This design comes from an exercise in tuning for small area, a short achievable clock period and few clock cycles on the open sky130 flow, not from production work.
RTL that was checked went through simulation tests only; none was proved equivalent to the original.

Setup of beta:
// M1
module M1 (
   input  logic         Clock,
   input  logic         Resetn,
   input  logic         start,
   output logic         done,
   input  logic  [15:0] SRAM_read_data,
   output logic  [17:0] SRAM_address,
   output logic  [15:0] SRAM_write_data,
   output logic         SRAM_we_n
);
localparam [17:0] BASE_U   = 18'd13824;
localparam [17:0] BASE_V   = 18'd20736;
localparam [17:0] BASE_RGB = 18'd220672;
localparam [1:0] S_IDLE = 2'd0, S_FILL = 2'd1, S_RUN = 2'd2;
logic [1:0]  state;
logic [2:0]  ph;         
logic [6:0]  mc;         
logic [13:0] YP;         
logic [12:0] CP;         
logic [15:0] WP;         
logic [7:0]  win [0:19];
logic [7:0]  UB;
logic [7:0]  VBh, VBl;    
logic [7:0]  Yrh, Yrl;    
logic [7:0]  Vp, B0h;
logic [8:0]  ps0, ps1, ps2, ps3, ps4;
logic [9:0]  ps24;
logic [8:0]  fs0, fs1, fs3, fs4;
logic [9:0]  fs24;
logic [12:0] Flo;
logic [9:0]  FhA, FhB, FqA, FqB, Fs;
logic        Fq12;
logic [7:0]  Fc;
m1_rca #(8) u_ps0 (.a(win[1]), .b(win[19]), .ci(1'b0), .s(ps0[7:0]), .co(ps0[8]));
m1_rca #(8) u_ps1 (.a(win[3]), .b(win[17]), .ci(1'b0), .s(ps1[7:0]), .co(ps1[8]));
assign ps2 = {1'b0, win[5]} + {1'b0, win[15]};
m1_rca #(8) u_ps3 (.a(win[7]), .b(win[13]), .ci(1'b0), .s(ps3[7:0]), .co(ps3[8]));
assign ps4 = {1'b0, win[9]} + {1'b0, win[11]};
assign ps24 = {1'b0, ps2} + {1'b0, ps4};
always_ff @(posedge Clock) begin
   fs0 <= ps0;
   fs1 <= ps1;
   fs3 <= ps3;
   fs4 <= ps4;
   fs24 <= ps24;
end
logic [8:0]  nfs0, nfs1, nfs3, nfs4;
logic [9:0]  nfs24;
assign nfs0 = ~fs0;
assign nfs1 = ~fs1;
assign nfs3 = ~fs3;
assign nfs4 = ~fs4;
assign nfs24 = ~fs24;
logic fl1, fl2, fl3, fl4, fl5, fl6, fl7, fl8, fl9, fl10, fl11, fl12, fl13, fl14, fl15, fl16;
logic fl17, fl18, fl19, fl20, fl21, fl22, fl23, fl24, fl25, fl26, fl27, fl28, fl29, fl30, fl31, fl32;
logic fl33, fl34, fl35, fl36, fl37, fl38, fl39, fl40, fl41, fl42, fl43, fl44, fl45, fl46, fl47, fl48;
  ...
For scale: roughly 430 flip-flops.
clock: 14.0 ns
lec_check: 0
abc_clock_period_in_ps: 4000
cap_margin: 20
core_margin: 2
core_utilization: 65
cts_cluster_diameter: 60
cts_cluster_size: 25
setup_slack_margin: 5
slew_margin: 20
synth_hierarchical: 1
standard.sh (not shown) runs the stock make flow with config.mk's settings and CLKGATE_MAP_FILE= SYNTH_SCRIPT=/design/flow/synth_recipe.tcl, a recipe that flattens the netlist after the stock synthesis.
==> flow/flow/run.sh <==
#!/bin/bash
set -euo pipefail
bash standard.sh SETUP_SLACK_MARGIN=10 finish > standard_make.log 2>&1
Testbench counts of beta, summed over its fixed seeds: cycles 431,172.
Changes in epsilon relative to beta:
--- a/flow/design.v
+++ b/flow/design.v
@@ -168,23 +168,25 @@
 m1_fa u_fl187 (.a(fs4[7]), .b(fl122), .c(fl152), .s(fl187), .co(fl188));
 assign fl189 = ~fs4[8];
 assign fl190 = fs4[8];
 assign Flo = {1'b0, {fl173, fl171, fl169, fl167, fl165, fl163, fl161, fl159, fl157, fl155, fl153, nfs24[0]}} + {1'b0, {fl172, fl170, fl168, fl166, fl164, fl162, fl160, fl158, fl156, fl154, 1'b1, 1'b1}};
 assign FhA = {1'b1, 1'b1, fl189, fl187, fl185, fl183, fl181, fl179, fl177, fl175};
 assign FhB = {1'b0, fl190, fl188, fl186, fl184, fl182, fl180, fl178, fl176, fl174};
 always_ff @(posedge Clock) begin
    FqA <= FhA;
    FqB <= FhB;
    Fq12 <= Flo[12];
 end
-assign Fs = FqA + FqB + {9'd0, Fq12};
+logic Fc5;
+m1_rca #(5) u_fl (.a(FqA[4:0]), .b(FqB[4:0]), .ci(Fq12), .s(Fs[4:0]), .co(Fc5));
+assign Fs[9:5] = FqA[9:5] + FqB[9:5] + {4'd0, Fc5};
 assign Fc = Fs[9] ? 8'h00 : Fs[8] ? 8'hFF : Fs[7:0];
 logic [7:0]  Yi, Ci, GU, GV;
 logic        selB, selR;
 logic [15:0] RBlo, Glo;
 logic [10:0] RBhA, RBhB, RBqA, RBqB, RBr;
 logic [9:0]  GhA, GhB, GqA, GqB, Gr;
 logic        RBq15, Gq15;
 logic [7:0]  RBc, Gc;
 always_ff @(posedge Clock) begin
    case (ph)
       3'd3: begin                       
@@ -488,24 +490,27 @@
 m1_fa u_px437 (.a(Yi[7]), .b(px354), .c(px394), .s(px437), .co(px438));
 assign RBlo = {1'b0, {px203, px201, px199, px197, px195, px193, px191, px189, px187, px185, px183, px181, px179, px177, CB[0]}} + {1'b0, {px202, px200, px198, px196, px194, px192, px190, px188, px186, px184, px182, px180, px178, 1'b1, 1'b0}};
 assign RBhA = {1'b1, 1'b1, px221, px219, px217, px215, px213, px211, px209, px207, px205};
 assign RBhB = {1'b0, px222, px220, px218, px216, px214, px212, px210, px208, px206, px204};
 assign Glo = {1'b0, {px421, px419, px417, px415, px413, px411, px409, px407, px405, px403, px401, px399, px397, px395, nGU[0]}} + {1'b0, {px420, px418, px416, px414, px412, px410, px408, px406, px404, px402, px400, px398, px396, 1'b1, 1'b1}};
 assign GhA = {1'b1, 1'b1, px437, px435, px433, px431, px429, px427, px425, px423};
 assign GhB = {1'b0, px438, px436, px434, px432, px430, px428, px426, px424, px422};
 always_ff @(posedge Clock) begin
    RBqA <= RBhA; RBqB <= RBhB; RBq15 <= RBlo[15];
    GqA <= GhA; GqB <= GhB; Gq15 <= Glo[15];
 end
-assign RBr = RBqA + RBqB + {10'd0, RBq15};
-assign Gr = GqA + GqB + {9'd0, Gq15};
+logic RBc5, Gc5;
+m1_rca #(5) u_rbl (.a(RBqA[4:0]), .b(RBqB[4:0]), .ci(RBq15), .s(RBr[4:0]), .co(RBc5));
+assign RBr[10:5] = RBqA[10:5] + RBqB[10:5] + {5'd0, RBc5};
+m1_rca #(5) u_gl (.a(GqA[4:0]), .b(GqB[4:0]), .ci(Gq15), .s(Gr[4:0]), .co(Gc5));
+assign Gr[9:5] = GqA[9:5] + GqB[9:5] + {4'd0, Gc5};
 assign RBc = RBr[10] ? 8'h00 : (RBr[9] | RBr[8]) ? 8'hFF : RBr[7:0];
 assign Gc = Gr[9] ? 8'h00 : Gr[8] ? 8'hFF : Gr[7:0];
 logic run, fill;
 logic last_row;
 assign run   = (state == S_RUN);
 assign fill  = (state == S_FILL);
 assign last_row = CP[12] & CP[11] & CP[9] & CP[8];    
 logic f_last, f_neg, f_odd, f_ubus, f_uub, f_vbh, f_vbl;
 logic [6:0] mc_new, m_new;
 logic upd_flags;
 assign mc_new = (state == S_FILL) ? 7'd0 : mc + 7'd1;
## What came out
- epsilon ended with every stage complete and zero timing, DRC or antenna violations.
- Delta (epsilon minus beta): XOR/XNOR share of the synthesized area has decreased, count of final hold-check violations has remained practically unchanged, wire length on met2 has increased, post-synthesis area per instance has increased.
- epsilon reports a higher initial antenna violation count than beta does.
- Looking at HPWL after detailed placement across both flows, epsilon is the stronger of the two, with beta trailing.
- Setup WNS beta -> epsilon: worse
- epsilon vs beta, worst setup path endpoint: SRAM_write_data[15]$_DFF_P_ vs SRAM_address[4]
No functional check of the RTL was part of epsilon.

==> port drivers added, routing unchanged <==
The flow's constraints put no driver on any port. The routed layouts listed below were extracted and timed again, unchanged, in two steps. Step 1 sets driving cells, clkbuf_16 on the clock port and buf_2 on the other inputs (assumed; they add their load-dependent delay and slew). Step 2 also shifts input and output timing later by t, the mid clock arrival at the registers, as if the neighbouring blocks saw the same clock. Three values: ideal, step 1, step 2; two values: the first two.
run	shift t [ns]	setup WS [ns]	pins driven straight from the clock port
beta	0.674	10.032 / 9.974 / 9.671	1
epsilon	0.613	9.974 / 9.974 / 9.443	1
After both steps every run listed still meets setup and hold. The setup slack of epsilon, which loses most, moves by 0.000 ns with the drivers and by -0.531 ns with both steps.
